This design comes from an exercise in tuning for small area on the open sky130 flow, not from production work. At most, simulation tests tie the RTL to the original design; equivalence was not proved. Power is estimated from default activity; no workload was simulated.

middle:
==> flow/design.v <==
module cic3
    #(parameter DECIMATION_FACTOR = 256,  
    parameter CLOCK_WIDTH = $clog2(DECIMATION_FACTOR),
    parameter NUMBITS = 3*CLOCK_WIDTH+1)
    (output logic [NUMBITS-1:0] out,  
    input logic in,  
    input logic clk,  
    input logic reset_n);  
localparam int W = 25;    
localparam int L = 141;   
localparam int PB = 26;   
localparam int PC = 52;   
localparam int PO = 119;  
localparam int NSEG = 3;
localparam int B1 = 12;    
localparam int B2 = 24;   
localparam int WI = 24;   
function automatic integer seg(input integer i);
    if (i >= B2) seg = 2;
    else if (i >= B1) seg = 1;
    else seg = 0;
endfunction
logic [7:0] cnt;           
logic first;              
logic [WI-1:0] acc1, acc2, acc3;
logic [NSEG-1:1] k1, k2, k3;   
logic [L-1:0] ring;
logic cy1, cy2;            
logic zf;                  
logic [WI-1:0] sum1, sum2, sum3, acc3g, wr;
logic [WI:0] cr1, cr2, cr3;
logic [NSEG-1:1] k1n, k2n, k3n;
logic ser_first, ser_act, ser_last, out_load, flag_wr;
logic sa, sb, sc, s1, s2, c1i, c2i;
always_comb begin
    for (int i = 0; i < WI; i++) begin
        wr[i]    = (cnt == seg(i));    
        acc3g[i] = wr[i] ? 1'b0 : acc3[i];
    end
    k1n = '0; k2n = '0; k3n = '0;
    for (int i = 0; i < WI; i++) begin
        if (i == 0) begin
            cr1[i] = in; cr2[i] = 1'b0; cr3[i] = 1'b0;
        end else if (i == B1) begin
            k1n[1] = cr1[i]; k2n[1] = cr2[i]; k3n[1] = cr3[i];
            cr1[i] = k1[1];  cr2[i] = k2[1];  cr3[i] = k3[1];
        end else if (i == B2) begin
            k1n[2] = cr1[i]; k2n[2] = cr2[i]; k3n[2] = cr3[i];
            cr1[i] = k1[2];  cr2[i] = k2[2];  cr3[i] = k3[2];
        end
        sum1[i]  = acc1[i] ^ cr1[i];
        cr1[i+1] = acc1[i] & cr1[i];
        sum2[i]  = acc2[i] ^ acc1[i] ^ cr2[i];
        cr2[i+1] = (acc2[i] & acc1[i]) | (acc2[i] & cr2[i]) | (acc1[i] & cr2[i]);
        sum3[i]  = acc3g[i] ^ acc2[i] ^ cr3[i];
        cr3[i+1] = (acc3g[i] & acc2[i]) | (acc3g[i] & cr3[i]) | (acc2[i] & cr3[i]);
    end
end
always_comb begin
    ser_first = (cnt == 8'd1);
    ser_act   = (cnt >= 8'd1) && (cnt <= 8'd25);
    ser_last  = (cnt == 8'd25);
    flag_wr   = (cnt == 8'd253);
    out_load  = (cnt == 8'd127);
    sa  = ring[0];
    sb  = ring[PB-1] & !ser_first;
    sc  = ring[PC];
    c1i = ser_first ? 1'b0 : cy1;
    c2i = ser_first ? 1'b1 : cy2;
    s1  = sa ^ sc ^ c1i;
    s2  = ser_last ? (zf & sa) : (s1 ^ ~sb ^ c2i);
end
always_ff @(posedge clk or negedge reset_n) begin
    if (!reset_n) begin
        cnt  <= '0;
        first <= 1'b1;
        acc1 <= '0;
        acc2 <= '0;
        k1   <= '0;
        k2   <= '0;
    end else begin
        cnt  <= cnt + 1'b1;
        if (cnt == 8'd255) first <= 1'b0;
        acc1 <= sum1;
        acc2 <= sum2;
        k1   <= k1n;
        k2   <= k2n;
    end
end
always_ff @(posedge clk) begin
    acc3 <= sum3;
    k3   <= k3n;
    cy1  <= (sa & sc) | (sa & c1i) | (sc & c1i);
    cy2  <= (s1 & ~sb) | (s1 & c2i) | (~sb & c2i);
    zf   <= (ser_first | zf) & ~s2;
    for (int i = 0; i < L; i++)
        ring[i] <= ring[(i+1) % L];
    for (int b = 0; b < WI; b++)
        if (wr[b])
            ring[b - seg(b)] <= acc3[b];
    if (flag_wr)
        ring[W-1+3] <= in;
    if (first)
        ring[PC-1] <= 1'b0;
    else if (ser_act)
        ring[PC-1] <= s2;
end
always_ff @(posedge clk) begin
    if (out_load)
        for (int b = 0; b < W; b++)
            out[b] <= ring[(PO+b) % L];
end
endmodule
export LEC_CHECK = 0
export CAP_MARGIN = 20
export CORE_MARGIN = 2
export CORE_UTILIZATION = 70
export CTS_BUF_LIST = sky130_fd_sc_hd__clkbuf_8
export CTS_CLUSTER_DIAMETER = 50
export CTS_CLUSTER_SIZE = 16
export SLEW_MARGIN = 20
create_clock -name core_clock -period 5.0 [get_ports {clk}]
standard.sh (not shown) runs the stock make flow with config.mk's settings and CLKGATE_MAP_FILE= SYNTH_SCRIPT=/design/flow/synth_recipe.tcl, a recipe that flattens the netlist after the stock synthesis.
==> flow/flow/run.sh <==
#!/bin/bash
export BUFFER_PORTS_ARGS="-buffer_cell sky130_fd_sc_hd__buf_1"
export CTS_ARGS="-sink_clustering_enable -repair_clock_nets -sink_clustering_size 20 -sink_clustering_max_diameter 55 -buf_list sky130_fd_sc_hd__clkbuf_8 -root_buf sky130_fd_sc_hd__clkbuf_8 -dont_use_dummy_load"
bash standard.sh > standard.log 2>&1
In middle the implementation ran to completion but is not tape-out ready, as the final checks report negative setup slack.
--- input diff middle..west ---
diff --git a/flow/design.v b/flow/design.v
--- a/flow/design.v
+++ b/flow/design.v
@@ -11,10 +11,10 @@
 localparam int PB = 26;   
 localparam int PC = 52;   
 localparam int PO = 119;  
 localparam int NSEG = 3;
-localparam int B1 = 12;    
-localparam int B2 = 24;   
+localparam int B1 = 9;    
+localparam int B2 = 17;   
 localparam int WI = 24;   
 function automatic integer seg(input integer i);
     if (i >= B2) seg = 2;
     else if (i >= B1) seg = 1;
@@ -36,9 +36,8 @@
     for (int i = 0; i < WI; i++) begin
         wr[i]    = (cnt == seg(i));    
         acc3g[i] = wr[i] ? 1'b0 : acc3[i];
     end
-    k1n = '0; k2n = '0; k3n = '0;
     for (int i = 0; i < WI; i++) begin
         if (i == 0) begin
             cr1[i] = in; cr2[i] = 1'b0; cr3[i] = 1'b0;
         end else if (i == B1) begin
- west finished end to end and its layout was clean on timing, DRC and antenna.
- Clock skew: west < middle
- Between middle and west, vertical die dimension increased.
- Compared with middle, number of cells in the finished layout apart from fillers in west increased slightly.
- Cell area of west falls short of that of middle slightly.
- Via count of the first global-routing pass in west vs middle: up 0.77%
Only the layout flow was run in middle; the RTL was not checked for function there.

* * *

Another version of the RTL of cic3 (not shown whole).
Size in the first run: roughly 460 cells after synthesis, ~7900 µm² of cells after synthesis.
==> module cic3, before the edit <==
module cic3
    #(parameter DECIMATION_FACTOR = 256,  
    parameter CLOCK_WIDTH = $clog2(DECIMATION_FACTOR),
    parameter NUMBITS = 3*CLOCK_WIDTH+1)
    (output logic [NUMBITS-1:0] out,  
    input logic in,  
    input logic clk,  
    input logic reset_n);  
localparam int W = 25;    
localparam int L = 141;   
localparam int PB = 26;   
localparam int PC = 52;   
localparam int PO = 119;  
localparam int NSEG = 3;
localparam int B1 = 9;    
localparam int B2 = 17;   
function automatic integer seg(input integer i);
    if (i >= B2) seg = 2;
    else if (i >= B1) seg = 1;
    else seg = 0;
endfunction
logic [7:0] cnt;           
logic first;              
logic [W-1:0] acc1, acc2, acc3;
logic [NSEG-1:1] k1, k2, k3;   
logic [L-1:0] ring;
logic cy1, cy2;            
logic [W-1:0] sum1, sum2, sum3, acc3g, wr;
logic [W:0] cr1, cr2, cr3;
logic [NSEG-1:1] k1n, k2n, k3n;
logic ser_first, ser_act, out_load;
logic sa, sb, sc, s1, s2, c1i, c2i;
always_comb begin
    for (int i = 0; i < W; i++) begin
        wr[i]    = (cnt == seg(i));    
        acc3g[i] = wr[i] ? 1'b0 : acc3[i];
    end
    for (int i = 0; i < W; i++) begin
        if (i == 0) begin
            cr1[i] = in; cr2[i] = 1'b0; cr3[i] = 1'b0;
        end else if (i == B1) begin
            k1n[1] = cr1[i]; k2n[1] = cr2[i]; k3n[1] = cr3[i];
            cr1[i] = k1[1];  cr2[i] = k2[1];  cr3[i] = k3[1];
        end else if (i == B2) begin
            k1n[2] = cr1[i]; k2n[2] = cr2[i]; k3n[2] = cr3[i];
            cr1[i] = k1[2];  cr2[i] = k2[2];  cr3[i] = k3[2];
        end
        sum1[i]  = acc1[i] ^ cr1[i];
        cr1[i+1] = acc1[i] & cr1[i];
        sum2[i]  = acc2[i] ^ acc1[i] ^ cr2[i];
        cr2[i+1] = (acc2[i] & acc1[i]) | (acc2[i] & cr2[i]) | (acc1[i] & cr2[i]);
        sum3[i]  = acc3g[i] ^ acc2[i] ^ cr3[i];
        cr3[i+1] = (acc3g[i] & acc2[i]) | (acc3g[i] & cr3[i]) | (acc2[i] & cr3[i]);
    end
end
always_comb begin
    ser_first = (cnt == 8'd1);
    ser_act   = (cnt >= 8'd1) && (cnt <= 8'd25);
    out_load  = (cnt == 8'd127);
    sa  = ring[0];
    sb  = ring[PB-1] & !ser_first;
    sc  = ring[PC];
    c1i = ser_first ? 1'b0 : cy1;
    c2i = ser_first ? 1'b1 : cy2;
    s1  = sa ^ sc ^ c1i;
    s2  = s1 ^ ~sb ^ c2i;
end
always_ff @(posedge clk or negedge reset_n) begin
    if (!reset_n) begin
        cnt  <= '0;
        first <= 1'b1;
        acc1 <= '0;
        acc2 <= '0;
        k1   <= '0;
        k2   <= '0;
    end else begin
        cnt  <= cnt + 1'b1;
        if (cnt == 8'd255) first <= 1'b0;
        acc1 <= sum1;
        acc2 <= sum2;
        k1   <= k1n;
        k2   <= k2n;
    end
end
always_ff @(posedge clk) begin
    acc3 <= sum3;
    k3   <= k3n;
    cy1  <= (sa & sc) | (sa & c1i) | (sc & c1i);
    cy2  <= (s1 & ~sb) | (s1 & c2i) | (~sb & c2i);
    for (int i = 0; i < L; i++)
        ring[i] <= ring[(i+1) % L];
    for (int b = 0; b < W; b++)
        if (wr[b])
            ring[b - seg(b)] <= acc3[b];
    if (first)
        ring[PC-1] <= 1'b0;
    else if (ser_act)
        ring[PC-1] <= s2;
end
always_ff @(posedge clk) begin
    if (out_load)
        for (int b = 0; b < W; b++)
            out[b] <= ring[(PO+b) % L];
end
endmodule
export LEC_CHECK = 0
export CAP_MARGIN = 20
export CORE_MARGIN = 2
export CORE_UTILIZATION = 70
export CTS_BUF_LIST = sky130_fd_sc_hd__clkbuf_8
export CTS_CLUSTER_DIAMETER = 50
export CTS_CLUSTER_SIZE = 16
export SLEW_MARGIN = 20
create_clock -name core_clock -period 5.0 [get_ports {clk}]
Scripts as last shown in full above: flow/flow/run.sh
Then changed:
--- a/flow/design.v
+++ b/flow/design.v
@@ -15,4 +15,5 @@
 localparam int B1 = 9;    
 localparam int B2 = 17;   
+localparam int WI = 24;   
 function automatic integer seg(input integer i);
     if (i >= B2) seg = 2;
@@ -22,27 +23,28 @@
 logic [7:0] cnt;           
 logic first;              
-logic [W-1:0] acc1, acc2, acc3;
+logic [WI-1:0] acc1, acc2, acc3;
 logic [NSEG-1:1] k1, k2, k3;   
 logic [L-1:0] ring;
 logic cy1, cy2;            
-logic [W-1:0] sum1, sum2, sum3, acc3g, wr;
-logic [W:0] cr1, cr2, cr3;
+logic zf;                  
+logic [WI-1:0] sum1, sum2, sum3, acc3g, wr;
+logic [WI:0] cr1, cr2, cr3;
 logic [NSEG-1:1] k1n, k2n, k3n;
-logic ser_first, ser_act, out_load;
+logic ser_first, ser_act, ser_last, out_load, flag_wr;
 logic sa, sb, sc, s1, s2, c1i, c2i;
 always_comb begin
-    for (int i = 0; i < W; i++) begin
+    for (int i = 0; i < WI; i++) begin
         wr[i]    = (cnt == seg(i));    
         acc3g[i] = wr[i] ? 1'b0 : acc3[i];
     end
-    for (int i = 0; i < W; i++) begin
+    for (int i = 0; i < WI; i++) begin
         if (i == 0) begin
             cr1[i] = in; cr2[i] = 1'b0; cr3[i] = 1'b0;
         end else if (i == B1) begin
-            k1n[1] = cr1[i]; k2n[1] = cr2[i]; k3n[1] = cr3[i];
-            cr1[i] = k1[1];  cr2[i] = k2[1];  cr3[i] = k3[1];
+            k1n[1] = ~cr1[i]; k2n[1] = ~cr2[i]; k3n[1] = ~cr3[i];
+            cr1[i] = ~k1[1];  cr2[i] = ~k2[1];  cr3[i] = ~k3[1];
         end else if (i == B2) begin
-            k1n[2] = cr1[i]; k2n[2] = cr2[i]; k3n[2] = cr3[i];
-            cr1[i] = k1[2];  cr2[i] = k2[2];  cr3[i] = k3[2];
+            k1n[2] = ~cr1[i]; k2n[2] = ~cr2[i]; k3n[2] = ~cr3[i];
+            cr1[i] = ~k1[2];  cr2[i] = ~k2[2];  cr3[i] = ~k3[2];
         end
         sum1[i]  = acc1[i] ^ cr1[i];
@@ -57,4 +59,6 @@
     ser_first = (cnt == 8'd1);
     ser_act   = (cnt >= 8'd1) && (cnt <= 8'd25);
+    ser_last  = (cnt == 8'd25);
+    flag_wr   = (cnt == 8'd253);
     out_load  = (cnt == 8'd127);
     sa  = ring[0];
@@ -64,5 +68,5 @@
     c2i = ser_first ? 1'b1 : cy2;
     s1  = sa ^ sc ^ c1i;
-    s2  = s1 ^ ~sb ^ c2i;
+    s2  = ser_last ? (zf & sa) : (s1 ^ ~sb ^ c2i);
 end
 always_ff @(posedge clk or negedge reset_n) begin
@@ -72,6 +76,6 @@
         acc1 <= '0;
         acc2 <= '0;
-        k1   <= '0;
-        k2   <= '0;
+        k1   <= '1;
+        k2   <= '1;
     end else begin
         cnt  <= cnt + 1'b1;
@@ -88,9 +92,12 @@
     cy1  <= (sa & sc) | (sa & c1i) | (sc & c1i);
     cy2  <= (s1 & ~sb) | (s1 & c2i) | (~sb & c2i);
+    zf   <= (ser_first | zf) & ~s2;
     for (int i = 0; i < L; i++)
         ring[i] <= ring[(i+1) % L];
-    for (int b = 0; b < W; b++)
+    for (int b = 0; b < WI; b++)
         if (wr[b])
             ring[b - seg(b)] <= acc3[b];
+    if (flag_wr)
+        ring[W-1+3] <= in;
     if (first)
         ring[PC-1] <= 1'b0;
The changed run went through all stages and came out clean.
Clock skew shrinks by 0.0092 ns.
Worst setup slack improves by 0.15 ns.
Routed wire length shrinks by 3.3%.
Combinational power grows by 8.3%.
Total power grows by 1.8%.
Via count shrinks by 3.5%.
Hold slack degrades by 0.0037 ns.
Global-route usage shrinks by 0.64 points.
The RTL of the second run of this note was laid out without a check of its function.

* * *

== before ==
cic3, a different RTL version from the one above (not shown whole).
For scale: roughly 500 cells after synthesis, roughly 260 flip-flops, about 28 I/O pins, ~0.0083 mm^2 of cells after synthesis.
==> module cic3, before the edit <==
module cic3
    #(parameter DECIMATION_FACTOR = 256,  
    parameter CLOCK_WIDTH = $clog2(DECIMATION_FACTOR),
    parameter NUMBITS = 3*CLOCK_WIDTH+1)
    (output logic [NUMBITS-1:0] out,  
    input logic in,  
    input logic clk,  
    input logic reset_n);  
localparam int W = 25;    
localparam int L = 141;   
localparam int PB = 26;   
localparam int PC = 52;   
localparam int PO = 119;  
localparam int NSEG = 3;
localparam int B1 = 9;    
localparam int B2 = 17;   
function automatic integer seg(input integer i);
    if (i >= B2) seg = 2;
    else if (i >= B1) seg = 1;
    else seg = 0;
endfunction
logic [7:0] cnt;           
logic [1:0] age;           
logic [W-1:0] acc1, acc2, acc3;
logic [NSEG-1:1] k1, k2, k3;   
logic [L-1:0] ring;
logic cy1, cy2;            
logic [W-1:0] sum1, sum2, sum3, acc3g, wr;
logic [W:0] cr1, cr2, cr3;
logic [NSEG-1:1] k1n, k2n, k3n;
logic ser_first, ser_act, out_load;
logic sa, sb, sc, s1, s2, c1i, c2i;
always_comb begin
    for (int i = 0; i < W; i++) begin
        wr[i]    = (cnt == seg(i));    
        acc3g[i] = wr[i] ? 1'b0 : acc3[i];
    end
    for (int i = 0; i < W; i++) begin
        if (i == 0) begin
            cr1[i] = in; cr2[i] = 1'b0; cr3[i] = 1'b0;
        end else if (i == B1) begin
            k1n[1] = cr1[i]; k2n[1] = cr2[i]; k3n[1] = cr3[i];
            cr1[i] = k1[1];  cr2[i] = k2[1];  cr3[i] = k3[1];
        end else if (i == B2) begin
            k1n[2] = cr1[i]; k2n[2] = cr2[i]; k3n[2] = cr3[i];
            cr1[i] = k1[2];  cr2[i] = k2[2];  cr3[i] = k3[2];
        end
        sum1[i]  = acc1[i] ^ cr1[i];
        cr1[i+1] = acc1[i] & cr1[i];
        sum2[i]  = acc2[i] ^ acc1[i] ^ cr2[i];
        cr2[i+1] = (acc2[i] & acc1[i]) | (acc2[i] & cr2[i]) | (acc1[i] & cr2[i]);
        sum3[i]  = acc3g[i] ^ acc2[i] ^ cr3[i];
        cr3[i+1] = (acc3g[i] & acc2[i]) | (acc3g[i] & cr3[i]) | (acc2[i] & cr3[i]);
    end
end
always_comb begin
    ser_first = (cnt == 8'd1);
    ser_act   = (cnt >= 8'd1) && (cnt <= 8'd25);
    out_load  = (cnt == 8'd127) && age[1];
    sa  = ring[0]  & (age != 2'd0);
    sb  = ring[PB-1] & age[1] & !ser_first;
    sc  = ring[PC] & (age == 2'd3);
    c1i = ser_first ? 1'b0 : cy1;
    c2i = ser_first ? 1'b1 : cy2;
    s1  = sa ^ sc ^ c1i;
    s2  = s1 ^ ~sb ^ c2i;
end
always_ff @(posedge clk or negedge reset_n) begin
    if (!reset_n) begin
        cnt  <= '0;
        age  <= '0;
        acc1 <= '0;
        acc2 <= '0;
        k1   <= '0;
        k2   <= '0;
    end else begin
        cnt  <= cnt + 1'b1;
        if (cnt == 8'd255 && age != 2'd3) age <= age + 1'b1;
        acc1 <= sum1;
        acc2 <= sum2;
        k1   <= k1n;
        k2   <= k2n;
    end
end
always_ff @(posedge clk) begin
    acc3 <= sum3;
    k3   <= k3n;
    cy1  <= (sa & sc) | (sa & c1i) | (sc & c1i);
    cy2  <= (s1 & ~sb) | (s1 & c2i) | (~sb & c2i);
    for (int i = 0; i < L; i++)
        ring[i] <= ring[(i+1) % L];
    for (int b = 0; b < W; b++)
        if (wr[b])
            ring[b - seg(b)] <= acc3[b];
    if (ser_act)
        ring[PC-1] <= s2;
end
always_ff @(posedge clk or negedge reset_n) begin
    if (!reset_n)
        out <= '0;
    else if (out_load)
        for (int b = 0; b < W; b++)
            out[b] <= ring[(PO+b) % L];
end
endmodule
clock: 5.0 ns
lec_check: 0
cap_margin: 20
core_margin: 2
core_utilization: 70
cts_buf_list: sky130_fd_sc_hd__clkbuf_8
cts_cluster_diameter: 50
cts_cluster_size: 16
slew_margin: 20
run.sh (not shown) runs the stock make flow with config.mk's settings and CLKGATE_MAP_FILE= SYNTH_SCRIPT=/design/flow/synth_recipe.tcl, a recipe that flattens the netlist after the stock synthesis.
Stock flow here: none of the scripts above is used.
Inputs modified between before and after:
==> flow/design.v <==
module cic3
    #(parameter DECIMATION_FACTOR = 256,  
    parameter CLOCK_WIDTH = $clog2(DECIMATION_FACTOR),
    parameter NUMBITS = 3*CLOCK_WIDTH+1)
    (output logic [NUMBITS-1:0] out,  
    input logic in,  
    input logic clk,  
    input logic reset_n);  
localparam int W = 25;    
localparam int L = 141;   
localparam int PB = 26;   
localparam int PC = 52;   
localparam int PO = 119;  
localparam int NSEG = 3;
localparam int B1 = 9;    
localparam int B2 = 17;   
localparam int WI = 24;   
function automatic integer seg(input integer i);
    if (i >= B2) seg = 2;
    else if (i >= B1) seg = 1;
    else seg = 0;
endfunction
logic [7:0] cnt;           
logic first;              
logic [WI-1:0] acc1, acc2, acc3;
logic [NSEG-1:1] k1, k2, k3;   
logic [L-1:0] ring;
logic cy1, cy2;            
logic zf;                  
logic [WI-1:0] sum1, sum2, sum3, acc3g, wr;
logic [WI:0] cr1, cr2, cr3;
logic [NSEG-1:1] k1n, k2n, k3n;
logic ser_first, ser_act, ser_last, out_load, flag_wr;
logic sa, sb, sc, s1, s2, c1i, c2i;
always_comb begin
    for (int i = 0; i < WI; i++) begin
        wr[i]    = (cnt == seg(i));    
        acc3g[i] = wr[i] ? 1'b0 : acc3[i];
    end
    for (int i = 0; i < WI; i++) begin
        if (i == 0) begin
            cr1[i] = in; cr2[i] = 1'b0; cr3[i] = 1'b0;
        end else if (i == B1) begin
            k1n[1] = cr1[i]; k2n[1] = cr2[i]; k3n[1] = cr3[i];
            cr1[i] = k1[1];  cr2[i] = k2[1];  cr3[i] = k3[1];
        end else if (i == B2) begin
            k1n[2] = cr1[i]; k2n[2] = cr2[i]; k3n[2] = cr3[i];
            cr1[i] = k1[2];  cr2[i] = k2[2];  cr3[i] = k3[2];
        end
        sum1[i]  = acc1[i] ^ cr1[i];
        cr1[i+1] = acc1[i] & cr1[i];
        sum2[i]  = acc2[i] ^ acc1[i] ^ cr2[i];
        cr2[i+1] = (acc2[i] & acc1[i]) | (acc2[i] & cr2[i]) | (acc1[i] & cr2[i]);
        sum3[i]  = acc3g[i] ^ acc2[i] ^ cr3[i];
        cr3[i+1] = (acc3g[i] & acc2[i]) | (acc3g[i] & cr3[i]) | (acc2[i] & cr3[i]);
    end
end
always_comb begin
    ser_first = (cnt == 8'd1);
    ser_act   = (cnt >= 8'd1) && (cnt <= 8'd25);
    ser_last  = (cnt == 8'd25);
    flag_wr   = (cnt == 8'd253);
    out_load  = (cnt == 8'd127);
    sa  = ring[0];
    sb  = ring[PB-1] & !ser_first;
    sc  = ring[PC];
    c1i = ser_first ? 1'b0 : cy1;
    c2i = ser_first ? 1'b1 : cy2;
    s1  = sa ^ sc ^ c1i;
    s2  = ser_last ? (zf & sa) : (s1 ^ ~sb ^ c2i);
end
always_ff @(posedge clk or negedge reset_n) begin
    if (!reset_n) begin
        cnt  <= '0;
        first <= 1'b1;
        acc1 <= '0;
        acc2 <= '0;
        k1   <= '0;
        k2   <= '0;
    end else begin
        cnt  <= cnt + 1'b1;
        if (cnt == 8'd255) first <= 1'b0;
        acc1 <= sum1;
        acc2 <= sum2;
        k1   <= k1n;
        k2   <= k2n;
    end
end
always_ff @(posedge clk) begin
    acc3 <= sum3;
    k3   <= k3n;
    cy1  <= (sa & sc) | (sa & c1i) | (sc & c1i);
    cy2  <= (s1 & ~sb) | (s1 & c2i) | (~sb & c2i);
    zf   <= (ser_first | zf) & ~s2;
    for (int i = 0; i < L; i++)
        ring[i] <= ring[(i+1) % L];
    for (int b = 0; b < WI; b++)
        if (wr[b])
            ring[b - seg(b)] <= acc3[b];
    if (flag_wr)
        ring[W-1+3] <= in;
    if (first)
        ring[PC-1] <= 1'b0;
    else if (ser_act)
        ring[PC-1] <= s2;
end
always_ff @(posedge clk) begin
    if (out_load)
        for (int b = 0; b < W; b++)
            out[b] <= ring[(PO+b) % L];
end
endmodule
Findings:
after: all stages complete, timing, DRC and antenna checks passed
Summary of after over before: routability congestion estimate fell 0.013, highest attainable clock frequency now larger, met3 wirelength from detailed routing now smaller, full die area fell 620 um^2, wire length of the first global-routing pass dropped 1400 um.
Going from before to after, the clock-buffer cell count was found to have gone down by 4.5%.
Sort before and after by post-route cell area, ascending, and after comes first.
Depth of the critical timing path with buffers and inverters included sits lower in after than in before.
Taking before as 1.0, after lands at 0.949 on synthesized area.

afterwards: timing with drivers on the ports:
The results above use ideal ports. As a check the final layouts listed here were re-extracted and re-timed, cells and wires unchanged.
Step 1 assumes that a clkbuf_16 drives the clock port and a buf_2 every other input.
Step 2, shift: input delay + t, output delay - t, t = (earliest + latest rising clock arrival at the registers) / 2. This alone moves slack from input paths to output paths.
a / b / c = ideal ports / drivers / drivers and shift; a / b = the first two.
run	t, ns	slack for setup (ns)	worst hold slack (ns)	worst setup path after step 2	pins driven straight from the clock port
middle	0.500	-0.164 / -0.164 / -0.164	0.332 / 0.332 / 0.332	register to register	1
west	0.510	0.482 / 0.482 / 0.482	0.317 / 0.317 / 0.317	register to register	1
the first run of note 2	0.508	0.265 / 0.265 / 0.265	0.334 / 0.334 / 0.334	register to register	1
the second run of note 2	0.508	0.415 / 0.415 / 0.415	0.331 / 0.331 / 0.331	register to register	1
before	0.538	0.313 / 0.313 / 0.313	0.328 / 0.328 / 0.328	register to register	1
after	0.534	0.439 / 0.439 / 0.439	0.321 / 0.321 / 0.321	register to register	1
